This design comes from an exercise in tuning for small area, a short achievable clock period and few clock cycles on the open sky130 flow, not from production work.
At most, simulation tests tie the RTL to the original design; equivalence was not proved.
The flow treats the clock pin as an ideal source, which a real chip does not have.
Power and IR drop assume default switching activity.

run 1:
Design xlr8_float_div, start of the top module:
module xlr8_float_div
  (input  logic        clk,
   input  logic        rstn,
   input  logic [5:0]  adr,
   input  logic [7:0]  dbus_in,
   output logic [7:0]  dbus_out,
   input  logic        iore,
   input  logic        iowe,
   output logic        out_en,
   input  logic [31:0] opa,    
   input  logic [31:0] opb     
   );
Size: about 1600 cells after synthesis, roughly 170 flip-flops, roughly 91 I/O pins.
export LEC_CHECK = 0
export CAP_MARGIN = 20
export CORE_MARGIN = 2
export CORE_UTILIZATION = 40
export CTS_BUF_LIST = sky130_fd_sc_hd__clkbuf_4 sky130_fd_sc_hd__clkbuf_8
export CTS_CLUSTER_SIZE = 30
export SETUP_SLACK_MARGIN = 2.4
export SLEW_MARGIN = 20
create_clock -name core_clock -period 5.0 [get_ports {clk}]
standard.sh (not shown) runs the stock make flow with config.mk's settings and CLKGATE_MAP_FILE= SYNTH_SCRIPT=/design/flow/synth_recipe.tcl, a recipe that flattens the netlist after the stock synthesis.
==> flow/flow/run.sh <==
#!/bin/bash
# Own layout flow: the standard flow, with port buffers that the
# resizer may later size freely. The standard synthesis runs unchanged
# first; the layout steps then run with
#   BUFFER_PORTS_ARGS=-buffer_cell sky130_fd_sc_hd__buf_2
#     (port buffers are plain buffers instead of delay cells)
#   MATCH_CELL_FOOTPRINT=0
#     (the resizer may change a cell for one of another footprint)
# Each step's full output goes to a log file in the work folder.
set -euo pipefail
bash standard.sh synth > synth.log 2>&1
bash standard.sh MATCH_CELL_FOOTPRINT=0 \
  "BUFFER_PORTS_ARGS=-buffer_cell sky130_fd_sc_hd__buf_2" finish > layout.log 2>&1
test -s out/final.def
Run 1 | status: complete | timing, DRC, antenna: pass
Testbench counts of run 1, summed over its fixed seeds: cycles 35,992.
Input changes introduced in run 2 (baseline for comparison: run 1):
==> flow/run.sh (new file) <==
#!/bin/bash
# synth_recipe.tcl (not shown) runs the flow's synth.tcl, then flattens the netlist and writes it again
# the make line also repeats each setting of config.mk as NAME=value (left out here)
make -C /OpenROAD-flow-scripts/flow DESIGN_CONFIG=/design/flow/config.mk WORK_HOME=/design/flow/orfs CLKGATE_MAP_FILE= SYNTH_SCRIPT=/design/flow/synth_recipe.tcl finish
--- a/flow/config.mk
+++ b/flow/config.mk
@@ -9,6 +9,6 @@
 export CORE_MARGIN = 2
 export CORE_UTILIZATION = 40
-export CTS_BUF_LIST = sky130_fd_sc_hd__clkbuf_4 sky130_fd_sc_hd__clkbuf_8
+export CTS_BUF_LIST = sky130_fd_sc_hd__clkbuf_2 sky130_fd_sc_hd__clkbuf_4 sky130_fd_sc_hd__clkbuf_8
 export CTS_CLUSTER_SIZE = 30
-export SETUP_SLACK_MARGIN = 2.4
+export SETUP_SLACK_MARGIN = 2.0
 export SLEW_MARGIN = 20
removed: flow/flow/run.sh
removed: flow/standard.sh
Findings:
- Summary — area of the multi-input gates, run 2 relative to run 1: lower, by 5.1%.
- Run 2 vs. run 1: combinational power shrank by about 9%, wire length now smaller, total power draw went down by 1.0%.
- Looking at share of layout cells above drive strength 1, run 2 sits 11 points lower than run 1 does.
- Cmp run 2 and run 1 / post-layout instance area / higher: run 1
- Run 2 ended up with a lower via count than run 1 did.
- When run 2 is set beside run 1, its cell-internal power turns out to be 3.3% larger.
Edits applied to the flow inputs when going from run 2 to run 3:
--- a/flow/config.mk
+++ b/flow/config.mk
@@ -8,7 +8,5 @@
 export CAP_MARGIN = 20
 export CORE_MARGIN = 2
-export CORE_UTILIZATION = 40
-export CTS_BUF_LIST = sky130_fd_sc_hd__clkbuf_2 sky130_fd_sc_hd__clkbuf_4 sky130_fd_sc_hd__clkbuf_8
-export CTS_CLUSTER_SIZE = 30
-export SETUP_SLACK_MARGIN = 2.0
+export CORE_UTILIZATION = 45
+export SETUP_SLACK_MARGIN = 2.1
 export SLEW_MARGIN = 20
[summary]
Average wire length per cell after detail routing: lower on run 2
Per the comparison of run 3 with run 2, critical path depth now larger; floorplan row count now sits lower; first-iteration DRC count higher; average via count per standard cell now sits higher; number of cells in the finished layout apart from fillers has decreased.
[compare] base=run 2 new=run 3: final net count increased 28; overall routed net length went up; combinational power up about 10%.
The following lists how run 4 was set up differently from run 3:
==> flow/flow/run.sh (new file) <==
#!/bin/bash
# Own layout flow: the standard flow, with port buffers that the
# resizer may later size freely. The standard synthesis runs unchanged
# first; the layout steps then run with
#   BUFFER_PORTS_ARGS=-buffer_cell sky130_fd_sc_hd__buf_2
#     (port buffers are plain buffers instead of delay cells)
#   MATCH_CELL_FOOTPRINT=0
#     (the resizer may change a cell for one of another footprint)
# Each step's full output goes to a log file in the work folder.
set -euo pipefail
bash standard.sh synth > synth.log 2>&1
bash standard.sh MATCH_CELL_FOOTPRINT=0 \
  "BUFFER_PORTS_ARGS=-buffer_cell sky130_fd_sc_hd__buf_2" finish > layout.log 2>&1
test -s out/final.def
==> flow/standard.sh (new file) <==
#!/bin/bash
# synth_recipe.tcl (not shown) runs the flow's synth.tcl, then flattens the netlist and writes it again
# the make line also repeats each setting of config.mk as NAME=value (left out here)
make -C /OpenROAD-flow-scripts/flow DESIGN_CONFIG=/design/flow/config.mk WORK_HOME=/design/flow/orfs CLKGATE_MAP_FILE= SYNTH_SCRIPT=/design/flow/synth_recipe.tcl "${@:-finish}"
--- a/flow/config.mk
+++ b/flow/config.mk
@@ -8,5 +8,7 @@
 export CAP_MARGIN = 20
 export CORE_MARGIN = 2
-export CORE_UTILIZATION = 45
-export SETUP_SLACK_MARGIN = 2.1
+export CORE_UTILIZATION = 40
+export CTS_BUF_LIST = sky130_fd_sc_hd__clkbuf_4 sky130_fd_sc_hd__clkbuf_8
+export CTS_CLUSTER_SIZE = 30
+export SETUP_SLACK_MARGIN = 2.0
 export SLEW_MARGIN = 20
removed: flow/run.sh
### Flow results
- Diff run 3 -> run 4: final-layout setup total negative slack held steady, non-clock buffer total of the final layout shrank by 47, power density normalized to cell area grew by about 0.4%, upper clock frequency limit grew by 1.3%.
- Relative to run 3, later-pin clock latency in the skew report has gone up in run 4.
- Run 4 has routability-driven placement congestion ratio above what run 3 had.
- Minimum clock period after layout in run 4 is 0.039 ns below run 3.
### run 4 -> run 5
==> flow/run.sh (new file) <==
#!/bin/bash
# synth_recipe.tcl (not shown) runs the flow's synth.tcl, then flattens the netlist and writes it again
# the make line also repeats each setting of config.mk as NAME=value (left out here)
make -C /OpenROAD-flow-scripts/flow DESIGN_CONFIG=/design/flow/config.mk WORK_HOME=/design/flow/orfs CLKGATE_MAP_FILE= SYNTH_SCRIPT=/design/flow/synth_recipe.tcl finish
--- a/flow/config.mk
+++ b/flow/config.mk
@@ -10,5 +10,5 @@
 export CORE_UTILIZATION = 40
 export CTS_BUF_LIST = sky130_fd_sc_hd__clkbuf_4 sky130_fd_sc_hd__clkbuf_8
-export CTS_CLUSTER_SIZE = 30
+export CTS_CLUSTER_SIZE = 50
 export SETUP_SLACK_MARGIN = 2.0
 export SLEW_MARGIN = 20
removed: flow/flow/run.sh
removed: flow/standard.sh
Notes after the runs:
Run 4 has a lower post-CTS resize count than run 5. Run 5 ends up with a vias after detailed routing that is 86 higher than in run 4. Run 5 against run 4: first-iteration DRC count decreased by 161 relative to the old numbers; achievable clock frequency grew by about 0.7%; net total in the final layout moved up.
What run 6 does differently from run 5 at the input level:
==> flow/flow/run.sh (new file) <==
#!/bin/bash
set -euo pipefail
bash standard.sh synth > synth.log 2>&1
bash standard.sh MATCH_CELL_FOOTPRINT=0 \
  "BUFFER_PORTS_ARGS=-buffer_cell sky130_fd_sc_hd__buf_1" \
  "CTS_ARGS=-sink_clustering_enable -repair_clock_nets -sink_clustering_size 30 -buf_list {sky130_fd_sc_hd__clkbuf_4 sky130_fd_sc_hd__clkbuf_8} -dont_use_dummy_load" \
  finish > layout.log 2>&1
test -s out/final.def
==> flow/standard.sh (new file) <==
#!/bin/bash
# synth_recipe.tcl (not shown) runs the flow's synth.tcl, then flattens the netlist and writes it again
# the make line also repeats each setting of config.mk as NAME=value (left out here)
make -C /OpenROAD-flow-scripts/flow DESIGN_CONFIG=/design/flow/config.mk WORK_HOME=/design/flow/orfs CLKGATE_MAP_FILE= SYNTH_SCRIPT=/design/flow/synth_recipe.tcl "${@:-finish}"
--- a/flow/config.mk
+++ b/flow/config.mk
@@ -10,5 +10,5 @@
 export CORE_UTILIZATION = 40
 export CTS_BUF_LIST = sky130_fd_sc_hd__clkbuf_4 sky130_fd_sc_hd__clkbuf_8
-export CTS_CLUSTER_SIZE = 50
+export CTS_CLUSTER_SIZE = 30
 export SETUP_SLACK_MARGIN = 2.0
 export SLEW_MARGIN = 20
removed: flow/run.sh
### Flow results
Comparing run 5 with run 6, the number of combinational gates with multiple inputs came out essentially unchanged.
Summary of run 6 over run 5: detailed-route wire length now sits higher, worst slack on hold paths did not really move, via count now sits higher.
Compared with run 5, per-cell via count in the routed design in run 6 increased slightly.
The met2 usage in global routing of run 6 and that of run 5 are within noise of each other.
Diff run 5 -> run 6: worst setup slack after layout now smaller; maximum frequency went down about 0.5%; final total power went down.
Run 6 vs run 5, timing endpoint of the critical path: dbus_out[0] vs dbus_out[2]
Looking at post-cts repair resize count across run 5 and run 6, the one that comes out higher is run 5.
Run 5 -> run 6: mean cell area of the mapped netlist delta 0, exact match

Setup of red:
Another version of the RTL of xlr8_float_div (not shown whole).
For scale: about 92 flip-flops, ~91 I/O pins, ~6200 sq um of cells after synthesis.
## xlr8_float_div
module xlr8_float_div
  (input  logic        clk,
   input  logic        rstn,
   input  logic [5:0]  adr,
   input  logic [7:0]  dbus_in,
   output logic [7:0]  dbus_out,
   input  logic        iore,
   input  logic        iowe,
   output logic        out_en,
   input  logic [31:0] opa,    
   input  logic [31:0] opb     
   );
   logic        start_div;
   logic        start_nop;
   logic        fin;
   logic [31:0] result;
   xlr8_xf xf_inst
     (.clk       (clk),
      .rstn      (rstn),
      .adr       (adr),
      .dbus_in   (dbus_in),
      .dbus_out  (dbus_out),
      .iore      (iore),
      .iowe      (iowe),
      .out_en    (out_en),
      .start_div (start_div),
      .start_nop (start_nop),
      .fin       (fin),
      .result    (result));
   xlr8_fdiv fdiv_inst
     (.clk       (clk),
      .rst_n     (rstn),
      .start_div (start_div),
      .start_nop (start_nop),
      .numer     (opa),
      .denom     (opb),
      .fin       (fin),
      .result    (result));
endmodule
export LEC_CHECK = 0
export CAP_MARGIN = 20
export CORE_MARGIN = 2
export CORE_UTILIZATION = 30
export CTS_BUF_LIST = sky130_fd_sc_hd__clkbuf_4 sky130_fd_sc_hd__clkbuf_8
export CTS_CLUSTER_SIZE = 30
export SETUP_SLACK_MARGIN = 2.0
export SLEW_MARGIN = 20
export SYNTH_HIERARCHICAL = 1
export SYNTH_MINIMUM_KEEP_SIZE = 0
create_clock -name core_clock -period 5.0 [get_ports {clk}]
==> flow/flow/run.sh <==
#!/bin/bash
set -euo pipefail
bash standard.sh synth > synth.log 2>&1
bash standard.sh MATCH_CELL_FOOTPRINT=0 \
  "BUFFER_PORTS_ARGS=-buffer_cell sky130_fd_sc_hd__buf_1" \
  "CTS_ARGS=-sink_clustering_enable -repair_clock_nets -sink_clustering_size 30 -buf_list {sky130_fd_sc_hd__clkbuf_4 sky130_fd_sc_hd__clkbuf_8} -dont_use_dummy_load" \
  finish > layout.log 2>&1
test -s out/final.def
Having completed the whole flow, red delivered a layout that passed the timing, DRC and antenna checks.
Testbench counts of red, summed over its fixed seeds: cycles 73,192.
[inputs] blue vs red
Settings: CORE_UTILIZATION now 50, was 30.
==> notes.md <==
Summary of the comparison: die area is lower in blue, relative to red. As of blue, global-route wire length before repair had fallen by a few percent compared to red. The total power in blue was lower than what red gave. Non-clock buffer count (blue vs. red) decreases by a few percent. What red reported for height of the die has to be multiplied by 0.78 to get the figure for blue. Re clock skew: blue is 0.0045 ns up on red.
--- input diff blue..green ---
Settings: SETUP_SLACK_MARGIN changed from 2.0 to 2.15; CORE_UTILIZATION changed from 50 to 40.
==> comparison <==
As far as port buffer count goes, green and blue are indistinguishable; the numbers are identical. Comparing green and blue, path depth of the worst reg2reg path is lower on blue. Between green and blue, the signed area change from the synthesized netlist to the final layout is lower for blue. In green relative to blue, routed length per placed instance had gone down by a few percent. Final cell area excluding filler cells of green exceeds that of blue by a few percent. Clock share of power on green is up relative to blue.

Another version of the RTL of xlr8_float_div (not shown whole).
Size: roughly 91 I/O pins, about 6600 µm² of cells after synthesis.
clock: 5.0 ns
lec_check: 0
cap_margin: 20
core_margin: 2
core_utilization: 40
setup_slack_margin: 2.0
slew_margin: 20
run.sh (not shown) runs the stock make flow with config.mk's settings and CLKGATE_MAP_FILE= SYNTH_SCRIPT=/design/flow/synth_recipe.tcl, a recipe that flattens the netlist after the stock synthesis.
Stock flow here: none of the scripts above is used.
Next try:
--- a/flow/config.mk
+++ b/flow/config.mk
@@ -11 +11 @@
-export SETUP_SLACK_MARGIN = 2.0
+export SETUP_SLACK_MARGIN = 2.4
=>
- final area went up by 12%
- worst setup slack loses 100 ps
- synthesized area stays the same
- hold slack barely changes
- via count went up by 6.6%
- total power went up by 15%
- maximum frequency went down by 3.3%
- critical path depth went up by 1
- cell count went up by 4.1%
No run of this note included a check of the RTL's function; only the layout flow was run.

Another version of the RTL of xlr8_float_div (not shown whole).
Size in the first run: about 95 flip-flops, ~91 I/O pins, ~7100 µm² of cells after synthesis.
Settings: LEC_CHECK=0, ABC_CLOCK_PERIOD_IN_PS=2500, CAP_MARGIN=20, CORE_MARGIN=2, CORE_UTILIZATION=40, SETUP_SLACK_MARGIN=2.5, SLEW_MARGIN=20; clock period 5.0 ns.
Then changed:
Settings changed: ABC_CLOCK_PERIOD_IN_PS 2500 to default, SETUP_SLACK_MARGIN 2.5 to 2.0.
Outcome: Sequential cell count is unchanged. Total power shrinks by 15%. Register-to-register slack gets worse by 0.15 ns. Global-route usage shrinks by 2.4 points.
No functional check of the RTL was part of any run of this note.

RTL: one of the versions met above, not the one the previous note started from.
Size: roughly 1600 cells after synthesis, about 0.013 mm² of cells after synthesis.
## xlr8_float_div
module xlr8_float_div
  (input  logic        clk,
   input  logic        rstn,
   input  logic [5:0]  adr,
   input  logic [7:0]  dbus_in,
   output logic [7:0]  dbus_out,
   input  logic        iore,
   input  logic        iowe,
   output logic        out_en,
   input  logic [31:0] opa,    
   input  logic [31:0] opb     
   );
clock: 5.0 ns
lec_check: 0
cap_margin: 20
core_margin: 2
core_utilization: 40
setup_slack_margin: 1.9
slew_margin: 20
The baseline completed with no timing, DRC or antenna violations.
Testbench counts at the start, summed over its fixed seeds: cycles 35,992.
Rerun with:
SETUP_SLACK_MARGIN = 2.0   (was 1.9)
Total power increases by 4.0%.
Non-clock buffer count increases by 26.
Combinational power increases by about 6%.
Routed wire length increases by 1.2%.
Worst setup slack improves by 0.13 ns.
Sequential share of layout area decreases by 0.85 points.
Final cell count increases by 1.4%.
Via count increases by 0.83%.
Count of clock-buffer cells in the layout increases by 4.
Final area increases by 4.0%.
Die area stays the same.
Rerun with:
==> flow/flow/run.sh (new file) <==
#!/bin/bash
set -euo pipefail
bash standard.sh synth > synth.log 2>&1
bash standard.sh MATCH_CELL_FOOTPRINT=0 \
  "BUFFER_PORTS_ARGS=-buffer_cell sky130_fd_sc_hd__buf_1" \
  "CTS_ARGS=-sink_clustering_enable -repair_clock_nets -sink_clustering_size 30 -buf_list {sky130_fd_sc_hd__clkbuf_4 sky130_fd_sc_hd__clkbuf_8} -dont_use_dummy_load" \
  finish > layout.log 2>&1
test -s out/final.def
==> flow/standard.sh (new file) <==
#!/bin/bash
# synth_recipe.tcl (not shown) runs the flow's synth.tcl, then flattens the netlist and writes it again
# the make line also repeats each setting of config.mk as NAME=value (left out here)
make -C /OpenROAD-flow-scripts/flow DESIGN_CONFIG=/design/flow/config.mk WORK_HOME=/design/flow/orfs CLKGATE_MAP_FILE= SYNTH_SCRIPT=/design/flow/synth_recipe.tcl "${@:-finish}"
CTS_BUF_LIST = sky130_fd_sc_hd__clkbuf_4 sky130_fd_sc_hd__clkbuf_8   (was default)
CTS_CLUSTER_SIZE = 30   (was default)
SYNTH_HIERARCHICAL = 1   (was default)
SYNTH_MINIMUM_KEEP_SIZE = 0   (was default)
removed: flow/run.sh
Worst setup slack loses 0.22 ns.
Cell area fell by 11%.
Non-clock buffer count fell by 12.
Die area fell by 2.6%.
Rerun with:
==> flow/flow/run.sh (replaced) <==
#!/bin/bash
# Own layout flow: the standard flow, with port buffers that the
# resizer may later size freely. The standard synthesis runs unchanged
# first; the layout steps then run with
#   BUFFER_PORTS_ARGS=-buffer_cell sky130_fd_sc_hd__buf_2
#     (port buffers are plain buffers instead of delay cells)
#   MATCH_CELL_FOOTPRINT=0
#     (the resizer may change a cell for one of another footprint)
# Each step's full output goes to a log file in the work folder.
set -euo pipefail
bash standard.sh synth > synth.log 2>&1
bash standard.sh MATCH_CELL_FOOTPRINT=0 \
  "BUFFER_PORTS_ARGS=-buffer_cell sky130_fd_sc_hd__buf_2" finish > layout.log 2>&1
test -s out/final.def
SETUP_SLACK_MARGIN = 2.2   (was 2.0)
SYNTH_HIERARCHICAL = default   (was 1)
SYNTH_MINIMUM_KEEP_SIZE = default   (was 0)
Setup slack gains 0.27 ns.
Power climbs by 13%.
Count of clock-buffer cells in the layout rose by 5.
Synthesized area went up by 2.8%.
Cell area went up by 11%.
Worst hold slack barely changes.
Wire length increases by 18%.

-- afterwards: timing with drivers on the ports --
No port has a modelled driver above. Below, the same layouts with a new extraction and two added sets of constraints.
Step 1, drivers: a clkbuf_16 drives clk and a buf_2 each remaining input, both assumed.
Step 2 also shifts input and output timing later by t, the mid clock arrival at the registers, as if the neighbouring blocks saw the same clock.
a / b / c = ideal ports / drivers / drivers and shift; a / b = the first two.
run	t (ns)	setup WS [ns]	worst hold slack (ns)	worst setup path after step 2	pins driven straight from the clock port
run 1	0.520	2.011 / 1.876 / 1.677	0.485 / 0.485 / 0.485	input to register	1
run 2	0.510	2.024 / 1.961 / 1.556	0.479 / 0.479 / 0.479	input to register	1
run 3	0.504	1.963 / 1.908 / 1.586	0.485 / 0.485 / 0.485	input to register	1
run 4	0.526	2.002 / 1.900 / 1.546	0.491 / 0.491 / 0.491	input to register	1
run 5	0.510	2.024 / 1.961 / 1.556	0.479 / 0.479 / 0.479	input to register	1
run 6	0.502	2.009 / 1.896 / 1.548	0.480 / 0.480 / 0.480	input to register	1
red	0.409	1.987 / 1.943 / 1.748	0.505 / 0.505 / 0.505	input to register	1
blue	0.406	1.982 / 1.944 / 1.606	0.492 / 0.492 / 0.492	input to register	1
green	0.408	2.015 / 1.967 / 1.829	0.489 / 0.489 / 0.489	input to register	1
the first run of note 3	0.399	1.969 / 1.896 / 1.635	0.493 / 0.493 / 0.493	input to register	1
the second run of note 3	0.404	1.865 / 1.801 / 1.483	0.493 / 0.493 / 0.493	input to register	1
the first run of note 4	0.397	1.961 / 1.906 / 1.804	0.505 / 0.505 / 0.505	input to register	1
the second run of note 4	0.395	1.988 / 1.933 / 1.642	0.506 / 0.506 / 0.506	input to register	1
the first run of note 5	0.493	1.888 / 1.913 / 1.420	0.467 / 0.467 / 0.467	input to register	1
the second run of note 5	0.481	2.022 / 1.973 / 1.528	0.472 / 0.472 / 0.472	input to register	1
the third run of note 5	0.508	1.805 / 1.805 / 1.536	0.489 / 0.489 / 0.489	input to register	1
the fourth run of note 5	0.504	2.072 / 1.884 / 1.692	0.490 / 0.490 / 0.490	input to register	1
After both steps setup and hold are still met in every run listed. The setup slack of the second run of note 5, which loses most, moves by -0.049 ns with the drivers and by -0.494 ns with both steps.
